This design comes from an exercise in tuning for small area on the open sky130 flow, not from production work. In this exercise RTL edits were held to simulation tests only and were not proved equivalent to the original. Power is estimated from default activity; no workload was simulated.

==> inputs of run a <==
==> flow/design.v (excerpt) <==
module LCD_WATCH(
RESETN,CLK,LCD_E,LCD_RS,LCD_RW,LCD_DATA,
COUNT_U,COUNT_D,COUNT,U,D,
OPTION,SW_A,ALARM,TIMER_END,ALR_ONOFF,SW_T,W_SELECT,P_1,P_1_2,P_2,SW_S);
clock: 10.0 ns
lec_check: 0
abc_area: 1
cap_margin: 20
core_margin: 2
core_utilization: 40
slew_margin: 20
standard.sh (not shown) runs the stock make flow with config.mk's settings and CLKGATE_MAP_FILE= SYNTH_SCRIPT=/design/flow/synth_recipe.tcl, a recipe that flattens the netlist after the stock synthesis.
==> flow/flow/run.sh <==
#!/bin/bash
# Layout flow. 1) the standard synthesis (standard.sh synth), with Yosys's adder
# extraction off (ADDER_MAP_FILE empty). 2) The combinational logic of that netlist is
# re-mapped with a stronger ABC script (flow/remap.ys, flow/deep.abc, three seeds, the
# smallest kept); every register
# keeps its cell and name. 3) the standard layout (standard.sh) on that netlist,
# with clock-tree synthesis told to add no dummy loads and to use clkbuf_2 buffers, and
# the ports buffered with buf_1 cells.
# Each tool's full output goes to its own log file in this folder.
set -euo pipefail
W=$PWD
LIB=$FLOW_HOME/platforms/sky130hd/lib/sky130_fd_sc_hd__tt_025C_1v80.lib
bash standard.sh ADDER_MAP_FILE= synth > synth_std.log 2>&1
cp orfs/results/sky130hd/LCD_WATCH/base/1_2_yosys.v synth_std.v
# three re-mappings with different ABC seeds, run side by side; the smallest valid one is kept
for S in 0 1 2; do
  mkdir -p remap$S
  sed "s|SEED|$S|" flow/deep.abc > remap$S/deep.abc
  sed "s|LIBFILE|$LIB|g; s|OUTDIR|remap$S|g" flow/remap.ys > remap$S/remap.ys
  ( yosys -s remap$S/remap.ys > remap$S/remap.log 2>&1 || true ) &
done
wait
cp synth_std.v synth_remap.v
BEST=""
BESTA=""
for S in 0 1 2; do
  if [[ -s remap$S/net.v && -s remap$S/stat.txt ]] && ! grep -q '^ *reg ' remap$S/net.v; then
    A=$(grep 'Chip area' remap$S/stat.txt | awk '{print $NF}')
    if [[ -z "$BESTA" ]] || awk -v a="$A" -v b="$BESTA" 'BEGIN{exit !(a<b)}'; then BEST=$S; BESTA=$A; fi
  fi
done
echo "chosen re-mapping: ${BEST:-none (standard netlist)} area ${BESTA:-}" > remap_choice.log
if [[ -n "$BEST" ]]; then cp remap$BEST/net.v synth_remap.v; fi
mv orfs orfs_std
bash standard.sh ADDER_MAP_FILE= SYNTH_NETLIST_FILES=$W/synth_remap.v \
  "CTS_ARGS=-sink_clustering_enable -repair_clock_nets -dont_use_dummy_load -buf_list sky130_fd_sc_hd__clkbuf_2" \
  "BUFFER_PORTS_ARGS=-buffer_cell sky130_fd_sc_hd__buf_1" finish > layout.log 2>&1
Other scripts of this flow, unchanged in this note and not shown: flow/flow/deep.abc, flow/flow/remap.ys
==> run b: changes against run a <==
--- a/flow/design.v
+++ b/flow/design.v
@@ -10,14 +10,15 @@
 input [1:0]P_1;
 input [1:0]P_1_2,P_2;
 output LCD_E,LCD_RS,LCD_RW;
 output [7:0] LCD_DATA;
 output [3:0] COUNT;
 output ALARM,TIMER_END;
 output ALR_ONOFF;
+reg LCD_RS;
 reg [7:0] LCD_DATA;
 reg u_l, u_e, d_l, d_e, cu_l, cu_e, cd_l, cd_e;
 reg a_l, a_e, t_l, t_e, w_l, w_e;
 reg [1:0] p1_l, p12_l, p2_l;
 reg g1_inc, g2a_inc, g2b_inc;
 always @(posedge CLK)
 begin
@@ -43,19 +44,14 @@
 always @(negedge RESETN or posedge CLK)
 	if (!RESETN) cnt <= 2'd0;
 	else if (cu_e & ~cd_e) cnt <= cnt + 2'd1;
 	else if (~cu_e & cd_e) cnt <= cnt - 2'd1;
 wire cs1 = (cnt == 2'd1);
 wire cs2 = (cnt == 2'd2);
 wire cs3 = (cnt == 2'd3);
-function [6:0] pm1;
-	input [6:0] x;
-	input dn;
-	pm1 = x + {dn, dn, dn, dn, dn, dn, 1'b1};
-endfunction
 reg [4:0] u10;
 reg [6:0] q100;
 reg [5:0] sec, min;
 reg [4:0] hour;
 wire u_is9 = u10[4] & ~u10[3];
 wire tick = u_is9 & (q100 == 7'h4B);
 wire sec59 = (sec == 6'd59);
@@ -71,17 +67,20 @@
 wire m_up = (tick & sec59) | (u_e & cs2 & o0);
 wire m_dn = d_e & cs2 & o0;
 wire h_up = (tick & sec59 & min59) | (u_e & cs3 & o0);
 wire h_dn = d_e & cs3 & o0;
 always @(negedge RESETN or posedge CLK)
 	if (!RESETN) begin sec <= 0; min <= 0; hour <= 0; end
 	else begin
-		if (s_up | s_dn) sec <= (s_up & sec59) ? 6'd0 : (~s_up & (sec == 0)) ? 6'd59 : pm1({1'b0, sec}, ~s_up);
-		if (m_up | m_dn) min <= (m_up & min59) ? 6'd0 : (~m_up & (min == 0)) ? 6'd59 : pm1({1'b0, min}, ~m_up);
-		if (h_up | h_dn) hour <= (h_up & (hour == 5'd24)) ? 5'd0 : (~h_up & (hour == 0)) ? 5'd23 : pm1({2'b0, hour}, ~h_up);
+		if (s_up) sec <= sec59 ? 6'd0 : sec + 6'd1;
+		else if (s_dn) sec <= (sec == 0) ? 6'd59 : sec - 6'd1;
+		if (m_up) min <= min59 ? 6'd0 : min + 6'd1;
+		else if (m_dn) min <= (min == 0) ? 6'd59 : min - 6'd1;
+		if (h_up) hour <= (hour == 5'd24) ? 5'd0 : hour + 5'd1;
+		else if (h_dn) hour <= (hour == 0) ? 5'd23 : hour - 5'd1;
 	end
 reg alr_on, alr_s;
 reg [4:0] hour_a;
 reg [5:0] min_a;
 assign ALR_ONOFF = alr_on;
 assign ALARM = alr_s;
 always @(posedge CLK) alr_s <= alr_on & (hour_a == hour) & (min_a == min);
@@ -133,25 +132,35 @@
 wire m30 = (month == 4) | (month == 6) | (month == 9) | (month == 11);
 wire p30 = (month == 5) | (month == 7) | (month == 10) | (month == 12);
 wire [6:0] dlast_up = (month == 2) ? 7'd28 : m30 ? 7'd30 : 7'd31;
 wire [6:0] dlast_dn = (month == 3) ? 7'd28 : p30 ? 7'd30 : 7'd31;
 always @(negedge RESETN or posedge CLK)
 	if (!RESETN) begin day <= 7'd15; month <= 4'd12; year <= 7'd20; end
 	else begin
-		if (d_up | d_dn) day <= (d_up & (day == dlast_up)) ? 7'd1 : (~d_up & (day == 7'd1)) ? dlast_dn : pm1(day, ~d_up);
-		if (mo_up | mo_dn) month <= (mo_up & (month == 4'd12)) ? 4'd1 : (~mo_up & (month == 4'd1)) ? 4'd12 : pm1({3'b0, month}, ~mo_up);
-		if (y_up | y_dn) year <= (y_up & (year == 7'd99)) ? 7'd1 : (~y_up & (year == 7'd1)) ? 7'd99 : pm1(year, ~y_up);
+		if (d_up) day <= (day == dlast_up) ? 7'd1 : day + 7'd1;
+		else if (d_dn) day <= (day == 7'd1) ? dlast_dn : day - 7'd1;
+		if (mo_up) month <= (month == 4'd12) ? 4'd1 : month + 4'd1;
+		else if (mo_dn) month <= (month == 4'd1) ? 4'd12 : month - 4'd1;
+		if (y_up) year <= (year == 7'd99) ? 7'd1 : year + 7'd1;
+		else if (y_dn) year <= (year == 7'd1) ? 7'd99 : year - 7'd1;
 	end
 reg [1:0] wc;
 always @(negedge RESETN or posedge CLK)
 	if (!RESETN) wc <= 0;
 	else wc <= wc + {1'b0, w_e};
-wire [4:0] w_off = (wc == 2'd0) ? 5'd2 : (wc == 2'd1) ? 5'd23 : (wc == 2'd2) ? 5'd10 : 5'd15;
-wire [5:0] w_sum = {1'b0, hour} + {1'b0, w_off};
-wire [4:0] hour_w = ((wc == 2'd0) && (hour == 5'd24)) ? 5'd0 : (w_sum >= 6'd24) ? w_sum[4:0] - 5'd24 : w_sum[4:0];
+reg [4:0] hour_w;
+always @(*)
+begin
+	case (wc)
+	2'd0: hour_w = (hour < 5'd22) ? hour + 5'd2 : (hour == 5'd23) ? 5'd1 : 5'd0;
+	2'd1: hour_w = (hour >= 5'd1) ? hour - 5'd1 : 5'd23;
+	2'd2: hour_w = (hour >= 5'd14) ? hour - 5'd14 : hour + 5'd10;
+	default: hour_w = (hour >= 5'd9) ? hour - 5'd9 : hour + 5'd15;
+	endcase
+end
 wire [4:0] hour_ap = (hour > 5'd12 && hour < 5'd24) ? hour - 5'd12 : hour;
 reg [10:0] sw_cc;   
 reg [1:0] sw_mode;
 reg [9:0] sw_ms;
 reg [5:0] sw_sec, sw_min;
 always @(posedge CLK)
 	if (!SW_S) sw_cc <= 0;
@@ -488,29 +497,27 @@
 		1: data1 = "S"; 2: data1 = "T"; 3: data1 = "O"; 4: data1 = "P"; 5: data1 = "_";
 		6: data1 = "W"; 7: data1 = "A"; 8: data1 = "T"; 9: data1 = "C"; 10: data1 = "H";
 		default: ;
 		endcase
 	default: ;
 	endcase
 end
-assign LCD_RS = ~((LCD_DATA == 8'h3C) | (LCD_DATA == 8'h0C) | (LCD_DATA == 8'h06) |
-                  (LCD_DATA == 8'h80) | (LCD_DATA == 8'hC0));
 assign LCD_RW = (st < FUNCTION_SET) | ((st == FUNCTION_SET) & (lc2 == 5'd0));
 always @(negedge RESETN or posedge CLK)
-	if (!RESETN) LCD_DATA <= 8'h00;
+	if (!RESETN) begin LCD_RS <= 1'b1; LCD_DATA <= 8'h00; end
 	else if (en) begin
 		case (st)
-		FUNCTION_SET: LCD_DATA <= 8'h3C;
-		DISP_ONOFF:   LCD_DATA <= 8'h0C;
-		ENTRY_MODE:   LCD_DATA <= 8'h06;
+		FUNCTION_SET: begin LCD_RS <= 0; LCD_DATA <= 8'h3C; end
+		DISP_ONOFF:   begin LCD_RS <= 0; LCD_DATA <= 8'h0C; end
+		ENTRY_MODE:   begin LCD_RS <= 0; LCD_DATA <= 8'h06; end
 		LINE1: begin
-			if (lc2 == 0) LCD_DATA <= 8'h80;
-			else LCD_DATA <= data1;
+			if (lc2 == 0) begin LCD_RS <= 0; LCD_DATA <= 8'h80; end
+			else begin LCD_RS <= 1; LCD_DATA <= data1; end
 		end
 		LINE2: begin
-			if (lc2 == 0) LCD_DATA <= 8'hC0;
-			else LCD_DATA <= data2;
+			if (lc2 == 0) begin LCD_RS <= 0; LCD_DATA <= 8'hC0; end
+			else begin LCD_RS <= 1; LCD_DATA <= data2; end
 		end
-		default: LCD_DATA <= 8'h00;
+		default: begin LCD_RS <= 1; LCD_DATA <= 8'h00; end
 		endcase
 	end
 endmodule
==> qor summary <==
Clock network contribution to total cell area: run b 2.22%; run a 2.22%
Rel. slew slack: run b 31.9%; run a 32.9%
Placed Instances: run b 1864; run a 1861
Area occupied by multi-input gates: run b 6740 um^2; run a 6760 um^2
Cell area power density: run b 184 nW/um^2; run a 175 nW/um^2
Worst Hold Launch: run b u10[1]; run a u10[0]
Result of the run: run b complete, no violations; run a complete, no violations
Worst r2r path cells: run b 21; run a 23
Synth-to-layout area growth: run b 8.60%; run a 8.64%
Reg2reg start: run b lc2[2]; run a lc2[3]
CP endpoint: run b LCD_DATA[6]; run a LCD_DATA[1]
Sequential-cell power consumption: run b 1.33 mW; run a 1.27 mW
Critical path depth: run b 21; run a 23
Number of global-route vias before repair: run b 11126; run a 11011
Multi-input combinational area share: run b 51.4%; run a 51.6%

-- afterwards: timing with drivers on the ports --
No port has a modelled driver above. Below, the same layouts with a new extraction and two added sets of constraints.
Step 1: set_driving_cell puts a clkbuf_16 on CLK and a buf_2 on each other input, an assumption about the parent block.
Step 2 also shifts input and output timing later by t, the mid clock arrival at the registers, as if the neighbouring blocks saw the same clock.
Slacks: ideal / step 1 / step 2; pairs: ideal / step 1.
run	shift t [ns]	slack for setup (ns)	worst hold slack (ns)	worst slew at a driven data input, ns
run a	0.827	3.326 / 3.317 / 2.490	0.351 / 0.351 / 0.351	0.05
run b	0.895	3.280 / 3.290 / 2.396	0.355 / 0.355 / 0.355	0.03
After both steps every run listed still meets setup and hold. For run b, which loses most, drivers alone change the setup slack by +0.010 ns; drivers and shift together by -0.884 ns.
